Background: an optimization exercise with open tools, aiming at small area, a short achievable clock period and few clock cycles per item. Do not read the settings as production practice.
Only simulation tests tie the RTL to the original design; equivalence was not proved.
Power and IR drop assume default switching activity.

$ cat flow/config.mk
export PLATFORM = sky130hd
export DESIGN_NAME = CONV
export DESIGN_NICKNAME = CONV
export VERILOG_FILES = /design/flow/design.v
export SDC_FILE = /design/flow/constraint.sdc
export NUM_CORES = 4
export LEC_CHECK = 0
export CAP_MARGIN = 20
export CORE_MARGIN = 2
export CORE_UTILIZATION = 40
export PLACE_DENSITY = 0.6
export SLEW_MARGIN = 20
$ cat flow/constraint.sdc
create_clock -name core_clock -period 11.0 [get_ports {clk}]
set_input_delay 2.2000 -clock core_clock [delete_from_list [all_inputs] [get_ports {clk}]]
set_output_delay 2.2000 -clock core_clock [all_outputs]
set_load 0.01 [all_outputs]
$ cat flow/design.v
`timescale 1ns/10ps
module  CONV(
	input		clk,
	input		reset,
	output	reg	busy,	
	input		ready,	
	output	reg	[11:0] iaddr,
	input	[19:0] idata,	
	output	reg 	cwr,
	output	reg 	[11:0] caddr_wr,
	output	reg 	[19:0] cdata_wr,
	output	reg 	crd,
	output	reg 	[11:0] caddr_rd,
	input	 	[19:0] cdata_rd,
	output	reg 	[2:0] csel
	);
parameter signed ker0_0 = 20'h0A89E;       
parameter signed ker1_0 = 20'hFDB55;       
parameter signed ker0_1 = 20'h092D5;       
parameter signed ker1_1 = 20'h02992;       
parameter signed ker0_2 = 20'h06D43;      
parameter signed ker1_2 = 20'hFC994;      
parameter signed ker0_3 = 20'h01004;      
parameter signed ker1_3 = 20'h050FD;      
parameter signed ker0_4 = 20'hF8F71;      
parameter signed ker1_4 = 20'h02F20;      
parameter signed ker0_5 = 20'hF6E54;      
parameter signed ker1_5 = 20'h0202D;      
parameter signed ker0_6 = 20'hFA6D7;      
parameter signed ker1_6 = 20'h03BD7;      
parameter signed ker0_7 = 20'hFC834;      
parameter signed ker1_7 = 20'hFD369;      
parameter signed ker0_8 = 20'hFAC19;      
parameter signed ker1_8 = 20'h05E68;      
parameter signed bias_ker0 = 20'h01310;      
parameter signed bias_ker1 = 20'hF7295;      
reg [4:0] cur_st, nxt_st;
parameter IDLE = 5'd0,
			CONV_0 = 5'd1,
			WAIT_CONV_0 = 5'd2,
			CONV_1 = 5'd3,
			WAIT_CONV_1 = 5'd4,
			CONV_2 = 5'd5,
			WAIT_CONV_2 = 5'd6,
			CONV_3 = 5'd7,
			WAIT_CONV_3 = 5'd8,
			CONV_4 = 5'd9,
			WAIT_CONV_4 = 5'd10,
			CONV_5 = 5'd11,
			WAIT_CONV_5 = 5'd12,
			CONV_6 = 5'd13,
			WAIT_CONV_6 = 5'd14,
			CONV_7 = 5'd15,
			WAIT_CONV_7 = 5'd16,
			CONV_8 = 5'd17,
			WAIT_CONV_8 = 5'd18,
			CONV_FINISH = 5'd19,
			MAX_KER0_LOAD = 5'd20,
			MAX_KER0_OUT = 5'd21,
			MAX_KER1_LOAD = 5'd22,
			MAX_KER1_OUT = 5'd23,
			MAX_FINISH = 5'd24,
			FLAT_KER0_LOAD = 5'd25,
			FLAT_KER0_OUT = 5'd26,
			FLAT_KER1_LOAD = 5'd27,
			FLAT_KER1_OUT = 5'd28,
			ALL_FINISH = 5'd29;
reg signed [19:0] idata_reg;
reg signed [19:0] conv_mul_a;
reg signed [19:0] ker0_weight, ker1_weight;
reg signed [39:0] conv_ker0_mul, conv_ker1_mul;
reg signed [39:0] conv_ker0_mul_reg, conv_ker1_mul_reg;
wire signed [19:0] conv_ker0_mul_reg_before, conv_ker1_mul_reg_before;
wire signed [19:0] conv_ker0_mul_reg_20bit, conv_ker1_mul_reg_20bit;
reg signed [19:0] conv_ker0_result, conv_ker1_result;
reg [3:0] counter_one_pixel;
reg [5:0] ptr_x, ptr_y;
reg conv_finsih, max_finsih;
reg [2:0] counter_layer1;
reg [4:0] layer1_ptr_x, layer1_ptr_y;
reg [10:0] layer2_addr;
reg [19:0] layer1_reg;
always@(posedge clk or posedge reset)
if(reset)
	cur_st <= IDLE;
else
	cur_st <= nxt_st;
always@(*)
case(cur_st)
	IDLE     : nxt_st = (ready)? CONV_0 : IDLE;
	CONV_0   : nxt_st = (counter_one_pixel==4'd10)? WAIT_CONV_0 : CONV_0;
	WAIT_CONV_0 : nxt_st = CONV_1;
	CONV_1   : nxt_st = (counter_one_pixel==4'd10)? WAIT_CONV_1 : CONV_1;
	WAIT_CONV_1 : nxt_st = (ptr_x==6'd62)? CONV_2 : CONV_1;
	CONV_2   : nxt_st = (counter_one_pixel==4'd10)? WAIT_CONV_2 : CONV_2;
	WAIT_CONV_2 : nxt_st = CONV_3;
	CONV_3   : nxt_st = (counter_one_pixel==4'd10)? WAIT_CONV_3 : CONV_3;
	WAIT_CONV_3 : nxt_st = CONV_4;
	CONV_4   : nxt_st = (counter_one_pixel==4'd10)? WAIT_CONV_4 : CONV_4;
	WAIT_CONV_4 : nxt_st = (ptr_x==6'd62)? CONV_5 : CONV_4;
	CONV_5   : nxt_st = (counter_one_pixel==4'd10)? WAIT_CONV_5 : CONV_5;
	WAIT_CONV_5 : nxt_st = (ptr_y==6'd62 && ptr_x==6'd63)? CONV_6 : CONV_3;
	CONV_6   : nxt_st = (counter_one_pixel==4'd10)? WAIT_CONV_6 : CONV_6;
	WAIT_CONV_6 : nxt_st = CONV_7;
	CONV_7   : nxt_st = (counter_one_pixel==4'd10)? WAIT_CONV_7 : CONV_7;
	WAIT_CONV_7 : nxt_st = (ptr_x==6'd62)? CONV_8 : CONV_7;
	CONV_8   : nxt_st = (counter_one_pixel==4'd10)? WAIT_CONV_8 : CONV_8;
	WAIT_CONV_8 : nxt_st = CONV_FINISH;
	CONV_FINISH : nxt_st = MAX_KER0_LOAD;
	MAX_KER0_LOAD : nxt_st = (counter_layer1==3'd4)? MAX_KER0_OUT : MAX_KER0_LOAD;
	MAX_KER0_OUT : nxt_st = MAX_KER1_LOAD;
	MAX_KER1_LOAD : nxt_st = (counter_layer1==3'd4)? MAX_KER1_OUT : MAX_KER1_LOAD;
	MAX_KER1_OUT : nxt_st = (layer1_ptr_x==5'd31 && layer1_ptr_y==5'd31)? MAX_FINISH : MAX_KER0_LOAD;
	MAX_FINISH : nxt_st = FLAT_KER0_LOAD;
	FLAT_KER0_LOAD : nxt_st = FLAT_KER0_OUT;
	FLAT_KER0_OUT : nxt_st = FLAT_KER1_LOAD;
	FLAT_KER1_LOAD : nxt_st = FLAT_KER1_OUT;
	FLAT_KER1_OUT : nxt_st = (layer1_ptr_x==5'd31 && layer1_ptr_y==5'd31)? ALL_FINISH : FLAT_KER0_LOAD;
	default  : nxt_st = ALL_FINISH;
endcase
always@(posedge clk or posedge reset)
if(reset)
	counter_one_pixel <= 4'd0;
else if(counter_one_pixel==4'd11 || conv_finsih)
	counter_one_pixel <= 4'd0;
else if(cur_st!=IDLE)
	counter_one_pixel <= counter_one_pixel + 1;
always@(posedge clk or posedge reset)
if(reset)
begin
	ptr_x <= 0;
	ptr_y <= 0;
end
else if(counter_one_pixel==4'd11)
	if(ptr_x==6'd63)
	begin
		ptr_x <= 0;
		ptr_y <= ptr_y+1;
	end
	else
		ptr_x <= ptr_x+1;
always@(*)
case(counter_one_pixel)
	4'd0 : iaddr = {ptr_y-1'd1, ptr_x-1'd1};
	4'd1 : iaddr = {ptr_y-1'd1, ptr_x};
	4'd2 : iaddr = {ptr_y-1'd1, ptr_x+1'd1};
	4'd3 : iaddr = {ptr_y, ptr_x-1'd1};
	4'd4 : iaddr = {ptr_y, ptr_x};	
	4'd5 : iaddr = {ptr_y, ptr_x+1'd1};	
	4'd6 : iaddr = {ptr_y+1'd1, ptr_x-1'd1};	
	4'd7 : iaddr = {ptr_y+1'd1, ptr_x};
	4'd8 : iaddr = {ptr_y+1'd1, ptr_x+1'd1};
	default : iaddr = 0; 
endcase	
always@(posedge clk)
	idata_reg <= idata;
always@(*)
case({cur_st, counter_one_pixel})
	{CONV_0,4'd1}, {CONV_0,4'd2}, {CONV_0,4'd3}, {CONV_0,4'd4}, {CONV_0,4'd7}   :  conv_mul_a = 0;
	{CONV_1,4'd1}, {CONV_1,4'd2}, {CONV_1,4'd3} :  conv_mul_a = 0;
	{CONV_2,4'd1}, {CONV_2,4'd2}, {CONV_2,4'd3}, {CONV_2,4'd6}, {CONV_2,4'd9} :  conv_mul_a = 0;
	{CONV_3,4'd1}, {CONV_3,4'd4}, {CONV_3,4'd7} :  conv_mul_a = 0;
	{CONV_5,4'd3}, {CONV_5,4'd6}, {CONV_5,4'd9} :  conv_mul_a = 0;
	{CONV_6,4'd1}, {CONV_6,4'd4}, {CONV_6,4'd7}, {CONV_6,4'd8}, {CONV_6,4'd9} :  conv_mul_a = 0;
	{CONV_7,4'd7}, {CONV_7,4'd8}, {CONV_7,4'd9} :  conv_mul_a = 0;
	{CONV_8,4'd3}, {CONV_8,4'd6}, {CONV_8,4'd7}, {CONV_8,4'd8}, {CONV_8,4'd9} :  conv_mul_a = 0;
	default : conv_mul_a = idata_reg; 
endcase		
always@(*)
case(counter_one_pixel)
	4'd1 : ker0_weight = ker0_0;
	4'd2 : ker0_weight = ker0_1;
	4'd3 : ker0_weight = ker0_2;
	4'd4 : ker0_weight = ker0_3;
	4'd5 : ker0_weight = ker0_4;	
	4'd6 : ker0_weight = ker0_5;	
	4'd7 : ker0_weight = ker0_6;	
	4'd8 : ker0_weight = ker0_7;
	4'd9 : ker0_weight = ker0_8;
	default : ker0_weight = 0; 
endcase
always@(*)
case(counter_one_pixel)
	4'd1 : ker1_weight = ker1_0;
	4'd2 : ker1_weight = ker1_1;
	4'd3 : ker1_weight = ker1_2;
	4'd4 : ker1_weight = ker1_3;
	4'd5 : ker1_weight = ker1_4;	
	4'd6 : ker1_weight = ker1_5;	
	4'd7 : ker1_weight = ker1_6;	
	4'd8 : ker1_weight = ker1_7;
	4'd9 : ker1_weight = ker1_8;
	default : ker1_weight = 0; 
endcase
always@(*)
	conv_ker0_mul = conv_mul_a * ker0_weight;
always@(*)
	conv_ker1_mul = conv_mul_a * ker1_weight;
always@(posedge clk or posedge reset)
if(reset)
	conv_ker0_mul_reg <= 0;
else if(counter_one_pixel==0)
	conv_ker0_mul_reg <= 0;
else if(counter_one_pixel!=0)
	conv_ker0_mul_reg <= conv_ker0_mul_reg + conv_ker0_mul;
always@(posedge clk or posedge reset)
if(reset)
	conv_ker1_mul_reg <= 0;
else if(counter_one_pixel==0)
	conv_ker1_mul_reg <= 0;
else if(counter_one_pixel!=0)
	conv_ker1_mul_reg <= conv_ker1_mul_reg + conv_ker1_mul;
always@(posedge clk or posedge reset)
if(reset)
	conv_finsih <= 0;
else if(cur_st==CONV_FINISH)
	conv_finsih <= 1;
always@(posedge clk or posedge reset)
if(reset)
	cwr <= 0;
else if(counter_one_pixel==4'd10 || counter_one_pixel==4'd11 || (((cur_st==MAX_KER0_LOAD)||(cur_st==MAX_KER1_LOAD))&&counter_layer1==3'd4) || (cur_st==FLAT_KER0_LOAD || cur_st==FLAT_KER1_LOAD))
	cwr <= 1;
else
	cwr <= 0;
always@(posedge clk or posedge reset)
if(reset)
	caddr_wr <= 0;
else
	caddr_wr <= (conv_finsih)? (cur_st==FLAT_KER0_LOAD || cur_st==FLAT_KER1_LOAD)? layer2_addr : {layer1_ptr_y,layer1_ptr_x} :{ptr_y, ptr_x};
assign conv_ker0_mul_reg_before = conv_ker0_mul_reg[35:16];
assign conv_ker1_mul_reg_before = conv_ker1_mul_reg[35:16];
assign conv_ker0_mul_reg_20bit = (conv_ker0_mul_reg[15])? conv_ker0_mul_reg_before + 1'd1 : conv_ker0_mul_reg_before;
assign conv_ker1_mul_reg_20bit = (conv_ker1_mul_reg[15])? conv_ker1_mul_reg_before + 1'd1 : conv_ker1_mul_reg_before;
always@(*)
	conv_ker0_result = conv_ker0_mul_reg_20bit + bias_ker0;
always@(*)
	conv_ker1_result = conv_ker1_mul_reg_20bit + bias_ker1;
always@(posedge clk)
if(cur_st==CONV_0 || cur_st==CONV_1 || cur_st==CONV_2 || cur_st==CONV_3 || cur_st==CONV_4 || cur_st==CONV_5 || cur_st==CONV_6 || cur_st==CONV_7 || cur_st==CONV_8)
	cdata_wr <=  (conv_ker0_result[19])? 0 : conv_ker0_result;
else if(cur_st==WAIT_CONV_0 || cur_st==WAIT_CONV_1 || cur_st==WAIT_CONV_2 || cur_st==WAIT_CONV_3 || cur_st==WAIT_CONV_4 || cur_st==WAIT_CONV_5 || cur_st==WAIT_CONV_6 || cur_st==WAIT_CONV_7 || cur_st==WAIT_CONV_8)
	cdata_wr <=  (conv_ker1_result[19])? 0 : conv_ker1_result;
else if((cur_st==MAX_KER0_LOAD || cur_st==MAX_KER1_LOAD) && counter_layer1== 3'd4)
	cdata_wr <= layer1_reg;
else if(cur_st==FLAT_KER0_LOAD || cur_st==FLAT_KER1_LOAD)
	cdata_wr <= cdata_rd;
always@(posedge clk or posedge reset)
if(reset)
	csel <= 0;
else if(counter_one_pixel==4'd10)
	csel <= 3'b001;
else if(counter_one_pixel==4'd11)
	csel <= 3'b010;
else if(nxt_st==MAX_KER0_LOAD)
	csel <= 3'b001;
else if(nxt_st==MAX_KER1_LOAD)
	csel <= 3'b010;
else if(nxt_st==MAX_KER0_OUT)
	csel <= 3'b011;
else if(nxt_st==MAX_KER1_OUT)
	csel <= 3'b100;
else if(cur_st==MAX_FINISH || cur_st==FLAT_KER1_OUT)
	csel <= 3'b011;
else if(cur_st==FLAT_KER0_OUT)
	csel <= 3'b100;
else if(cur_st==FLAT_KER0_LOAD || cur_st==FLAT_KER1_LOAD)
	csel <= 3'b101;
always@(posedge clk or posedge reset)
if(reset)
	counter_layer1 <= 0;
else if(counter_layer1==3'd5)
	counter_layer1 <= 0;
else if(cur_st==MAX_KER0_LOAD || cur_st==MAX_KER1_LOAD)
	counter_layer1 <= counter_layer1 +1;
always@(posedge clk or posedge reset)
if(reset)
begin
	layer1_ptr_x <= 0;
	layer1_ptr_y <= 0;
end
else if((cur_st==MAX_KER1_OUT &&counter_layer1==3'd5) || cur_st==FLAT_KER1_OUT)
begin
	if(layer1_ptr_x==5'd31)
	begin
		layer1_ptr_y <= layer1_ptr_y + 1;
		layer1_ptr_x <= 0;
	end
	else
		layer1_ptr_x <= layer1_ptr_x + 1;
end
always@(posedge clk or posedge reset)
if(reset)
	crd <= 0;
else if((cur_st==CONV_FINISH || cur_st==MAX_KER0_OUT || cur_st==MAX_KER1_OUT) || ((cur_st==MAX_KER0_LOAD ||cur_st==MAX_KER1_LOAD)&&counter_layer1<=3'd2) || (cur_st==MAX_FINISH || cur_st==FLAT_KER0_OUT || cur_st==FLAT_KER1_OUT))
	crd <= 1;
else
	crd <= 0;
always@(*)
case(counter_layer1)
	2'd0 : caddr_rd = (max_finsih)? {layer1_ptr_y, layer1_ptr_x} : {layer1_ptr_y,1'd0, layer1_ptr_x,1'd0};
	2'd1 : caddr_rd = {layer1_ptr_y,1'd0, layer1_ptr_x,1'd1};
	2'd2 : caddr_rd = {layer1_ptr_y,1'd1, layer1_ptr_x,1'd0};
	2'd3 : caddr_rd = {layer1_ptr_y,1'd1, layer1_ptr_x,1'd1};
	default : caddr_rd = 0;
endcase
always@(posedge clk or posedge reset)
if(reset)
	layer1_reg <= 20'd0;
else if(cur_st==MAX_KER0_OUT || cur_st==MAX_KER1_OUT)
	layer1_reg <= 20'd0;
else if(cur_st==MAX_KER0_LOAD || cur_st==MAX_KER1_LOAD)
	if(cdata_rd>=layer1_reg)
		layer1_reg <= cdata_rd;
always@(posedge clk or posedge reset)
if(reset)
	max_finsih <= 0;
else if(cur_st==MAX_FINISH)
	max_finsih <= 1;	
always@(*)
case(cur_st)
	FLAT_KER0_LOAD : layer2_addr = {layer1_ptr_y,layer1_ptr_x,1'd0};
	FLAT_KER1_LOAD : layer2_addr = {layer1_ptr_y,layer1_ptr_x,1'd1};
	default : layer2_addr = {layer1_ptr_y,layer1_ptr_x};
endcase
always@(posedge clk or posedge reset)
if(reset)
	busy <= 0;
else if(ready)
	busy <= 1;
else if(cur_st==ALL_FINISH)
	busy <= 0;
endmodule
$ cat flow/run.sh
#!/bin/bash
# synth_recipe.tcl (not shown) runs the flow's synth.tcl, then flattens the netlist and writes it again
# the make line also repeats each setting of config.mk as NAME=value (left out here)
make -C /OpenROAD-flow-scripts/flow DESIGN_CONFIG=/design/flow/config.mk WORK_HOME=/design/flow/orfs CLKGATE_MAP_FILE= SYNTH_SCRIPT=/design/flow/synth_recipe.tcl finish
==> results.rst <==
.. list-table::
   :header-rows: 1

   * - Metric
     - Value
   * - Storage element area
     - between 4000 and 5000 um2
   * - Register-to-register setup slack
     - approximately 540 ps
   * - Worst Path Arrival
     - around 11000 ps
   * - Drc violations
     - 0
   * - Run status
     - timing/DRC/antenna clean
   * - Maximum capacitance violations
     - 0
   * - Count of pins on the block boundary
     - around 110
   * - Cell type contributing the most total cell area after synthesis
     - fa_1
   * - Reg-to-Reg Start
     - counter_one_pixel[1]
   * - Buffer type at the clock tree root
     - clkbuf_16
   * - FF+latch count, synth
     - about 190
   * - Vias in the first global route
     - roughly 33000
   * - Effective utilization at floorplan
     - between 40% and 50%
   * - Post-synthesis instance total
     - 4884
   * - Largest buffer count on any clock path
     - 2
   * - Die width
     - 328.3 um
   * - Number of clock sinks
     - about 190
   * - Num CTS Buffers
     - 17
   * - Layout net count
     - 6032
   * - Share of the yosys chip area belonging to registers
     - 11.06%
   * - Leading post-synthesis cells by cell area
     - fa_1 (40%), inv_1 (11%), dfrtp_1 (8.7%), ha_1 (8.5%), nand2_1 (4.8%)
   * - Number of distinct library cells after synthesis
     - between 90 and 100
   * - Simple logic cell fraction of the synthesized area
     - around 15%
   * - Area of the multi-input gates
     - ~32000 um2
   * - Remaining global-route overflow
     - 0
   * - Post-cts hold buffer count
     - 0
   * - Largest net degree at the start of global routing
     - 58
   * - Crit path max fanout
     - 23
   * - Core area
     - between 100000 and 150000 um2
   * - Worst min-delay path category
     - register to register
   * - Min-Delay Startpoint
     - busy
   * - DRT Pass-1 Iters
     - 7
   * - R2r worst-path depth
     - 33
   * - Area grow syn2layout
     - 7.495%
   * - Final HPWL DP
     - between 100000 and 150000 um
   * - Final weighted congestion of routability-driven global placement
     - roughly 0.96
   * - Data required time at the worst endpoint
     - ~11000 ps
   * - Final critical-path share of the clock period
     - approximately 95%
   * - Sequential power share
     - 47.4%
   * - Slew @ Worst Pin
     - approximately 1200 ps
   * - Post-synth EDFFs
     - 20
   * - RSZ-0062 raised after global routing
     - false
   * - Detail Route Antenna Nets
     - 0
   * - Global-route wire length before repair
     - 200500 um
   * - Filler cells
     - 10460
   * - Switching Power
     - between 400 and 500 uW
   * - Xor/xnor share of the synthesized area
     - ~3.4%
   * - Layout Cell Area excl Fill
     - 45220 um2
   * - Final critical path time including I/O delays and setup
     - around 10000 ps
   * - Clock latency on the worst-skew pair
     - 540 ps
   * - Category of the critical setup timing path
     - register to register
   * - Initial antenna violation count
     - 1
   * - Total number of placement rows
     - ~120
   * - Portion of netlist area occupied by mux cells
     - 0.6246%
   * - Wire length per cell after detailed routing
     - 20.42 um
   * - Combinational fraction of design power
     - 8.0%
   * - Placed cell areas
     - between 40000 and 50000 um2
   * - Die height
     - roughly 330 um
   * - Die ar.
     - roughly 110000 um2
   * - Final setup violation count
     - 0
   * - Switching part of the total
     - a little over a quarter
   * - Number of vias in the routed layout
     - approximately 33000
   * - Compound-Gate Fraction of Synth Area
     - 8.783%
   * - PD cells
     - 34.70 nW/um2
   * - Deepest level of the CTS H-tree
     - 4
   * - Final number of hold-violating endpoints
     - 0
   * - Smallest setup slack after layout
     - roughly 540 ps
   * - Post-synthesis adder-cell area fraction
     - around half
   * - Kind of start point of the critical path
     - register
   * - Minimum setup slack after placement
     - 553.6 ps
   * - Routed via count divided by cell count
     - approximately 5.2
   * - Internal Dissipation
     - 1.145 mW
   * - Iter 0 DRT Violations
     - approximately 2600
   * - Clock-pin transition on the worst setup and hold timing paths
     - roughly 90 ps
   * - TritonCTS clock tree
     - done
   * - DRT Wirelength
     - between 100000 and 150000 um
   * - Terminus of the critical flop-to-flop path
     - conv_ker0_mul_reg[33]
   * - All-layer global routing usage
     - about a quarter
   * - Highest achievable clock rate
     - 95.64 MHz
   * - Post-route setup TNS
     - 0 ps
   * - Synthesized area divided by synthesized cell count
     - 8.613 um2
   * - Static Leakage
     - about 24 nW
   * - Final number of max-transition violations
     - 0
   * - Synthesis warning total
     - 1
   * - Worst path slowest cell
     - and2_1
   * - Worst Clk Skew
     - between 20 and 30 ps
   * - Asr flop ratio synth
     - 78.49%
   * - Buffers on Ports
     - about 100
   * - Delay of the slowest cell on the worst path
     - 740 ps
   * - Worst Hold End
     - busy
   * - Hold depth
     - 1
   * - Rel. slew slack
     - 21.12%
   * - Layout cells sized above 1
     - between 3 and 4%
   * - Post-synth top flop
     - dfrtp_1
   * - Share of power burned in the clock network
     - between 40 and 50%
   * - Setup crit end kind
     - register
   * - Synthesized area
     - 42070 um2
   * - Proportion of netlist area held by the largest area contributor
     - about two fifths
   * - Net count after synthesis
     - approximately 6000
   * - Maximum VDD drop
     - 0.1327 mV
   * - Combinational family with the most area after synthesis
     - adder cells
## layout make-up
class | count | share of cell area [%]
tap | 1380 | 3.818
antenna | 2 | 0.01107
timing repair buffer | 182 | 3.597
multi-input combinational | 3234 | 70.63
clock buffer | 21 | 1.018
clock inverter | 10 | 0.2933
inverter | 1244 | 10.34
sequential | 186 | 10.30
## synth_stat cells (all sizes together), types with 5 or more instances
library cell  instances
o31a                  6
a41oi                 5
o22ai                23
nand4                30
or4                   6
a211oi               15
fa                  838
edfxtp               20
a21o                 54
o21ai               108
and3                 46
a311o                22
a31oi                19
buf                  42
inv                1243
nor4b                21
mux2i                18
a221oi               15
ha                  286
o21bai               14
o2111ai               6
dfrtp               146
nand3                46
or3                  15
o21a                 15
xnor2               117
xor2                 46
o31ai                16
clkbuf              178
o221ai               12
nand2b               28
and2                 56
a21oi               160
or2                  13
dfxtp                20
nor2b                22
nor3                 36
o211ai               10
nand2               536
and4                  7
nor2                471
a22oi                15
a211o                 8
mux2                  7
nor4                 12
## cells in the final DEF (no fill, tap or decap), types with 20 or more instances in the layout
master / synthesis / layout
buf_4: 1 / 78
a21oi_1: 160 / 156
o21ai_0: 99 / 96
xnor2_1: 116 / 116
a311o_1: 22 / 22
dfrtp_1: 146 / 145
nand4_1: 28 / 28
nor4b_1: 21 / 21
dfxtp_1: 20 / 20
nand2_1: 536 / 536
a21o_1: 54 / 54
edfxtp_1: 20 / 20
nand3_1: 44 / 44
and3_1: 46 / 42
nand2b_1: 28 / 28
nor3_1: 34 / 34
fa_1: 838 / 838
nor2_1: 471 / 469
ha_1: 286 / 286
and2_1: 56 / 55
clkdlybuf4s50_1: 0 / 104
inv_1: 1242 / 1241
o22ai_1: 23 / 20
nor2b_1: 22 / 21
xor2_1: 46 / 46
## power by group through the flow
stage / Combinational [mW] / Clock [mW] / Sequential (mW)
3_3_place_gp: 0.126 / 0 / 0.758
4_1_cts: 0.127 / 0.727 / 0.743
3_5_place_dp: 0.126 / 0 / 0.756
2_1_floorplan: 0.0250 / 0 / 0.764
5_1_grt: 0.134 / 0.747 / 0.746
6_report: 0.125 / 0.700 / 0.744
## logic make-up after synthesis
family | after synthesis
flops | 186
xor+xnor | 163
simple gates | 1363
mux | 25
fa+ha+maj | 1125
buf+inv | 1464
compound gates | 558
## critical path: cells and delay by family, from the launching register on
kind,cells,cell delay [ps]
compound gates,9,2670
fa+ha+maj,9,4170
flops,1,520
xor+xnor,1,170
simple gates,6,1970
buf+inv,8,780
## layer usage
| metal | GRT usage [%] | part of all wire (%) | routed length, um | up-vias |
|---|---|---|---|---|
| li1 | - | - | - | 14740 |
| met5 | 0 | 0 | 0 | - |
| met4 | 9.331 | 4.0 | 5135 | 0 |
| met1 | 33.63 | 42 | 53440 | 16600 |
| met3 | 5.638 | 8.2 | 10440 | 210 |
| met2 | 38.48 | 46 | 58790 | 1210 |
## worst max-delay path by stage
stage                                     from                     to  slack [ps]  cells after the start
after floorplan           counter_one_pixel[0]  conv_ker0_mul_reg[33]        1930                     34
after CTS                 counter_one_pixel[1]  conv_ker0_mul_reg[33]         500                     33
after detailed placement  counter_one_pixel[1]  conv_ker0_mul_reg[33]         550                     33
after global placement    counter_one_pixel[1]  conv_ker0_mul_reg[33]         470                     30
after global routing      counter_one_pixel[1]  conv_ker0_mul_reg[33]          40                     33
final                     counter_one_pixel[1]  conv_ker0_mul_reg[33]         540                     33
## metrics by stage
step	hold slack, ps	std cells	power (mW)	utilization [%]
CTS	482.0	6257	1.597	43.49
floorplan	476.2	4884	0.7888	-
finish	484.3	6259	1.569	43.51
detailed placement	464.5	6226	0.8818	42.92
global route	543.5	6257	1.627	43.50
global placement	460.0	6226	0.8838	42.92
## what timing repair did
action	in CTS	in global routing
buffers inserted	0	0
endpoints found under the setup margin	0	3
resized for setup	0	1
endpoints found under the hold margin	0	0
Testbench counts, summed over its fixed seeds: cycles 786,468, images 12.

[what the ideal ports hide]
Ports are ideal in the flow. The routed layout listed here was re-timed in OpenROAD. Step 1 (the two cells are an assumption about what drives the block):
set clk [get_ports {clk}]
set_driving_cell -lib_cell sky130_fd_sc_hd__clkbuf_16 $clk
set_driving_cell -lib_cell sky130_fd_sc_hd__buf_2 [delete_from_list [all_inputs] $clk]
Step 2 also shifts input and output timing later by t, the mid clock arrival at the registers, as if the neighbouring blocks saw the same clock. a / b / c = no drivers / after step 1 / after step 2; a / b = the first two.
t, ns: 0.596
setup slack, ns: 0.544 / 0.544 / 0.544
hold WS [ns]: 0.484 / 0.484 / 0.484
slew at the worst register clock pin (ns): 0.10 / 0.10
worst data-port slew with drivers (ns): 0.04
After both steps setup and hold are still met in this run. For this run, drivers alone change the setup slack by 0.000 ns; drivers and shift together by 0.000 ns.
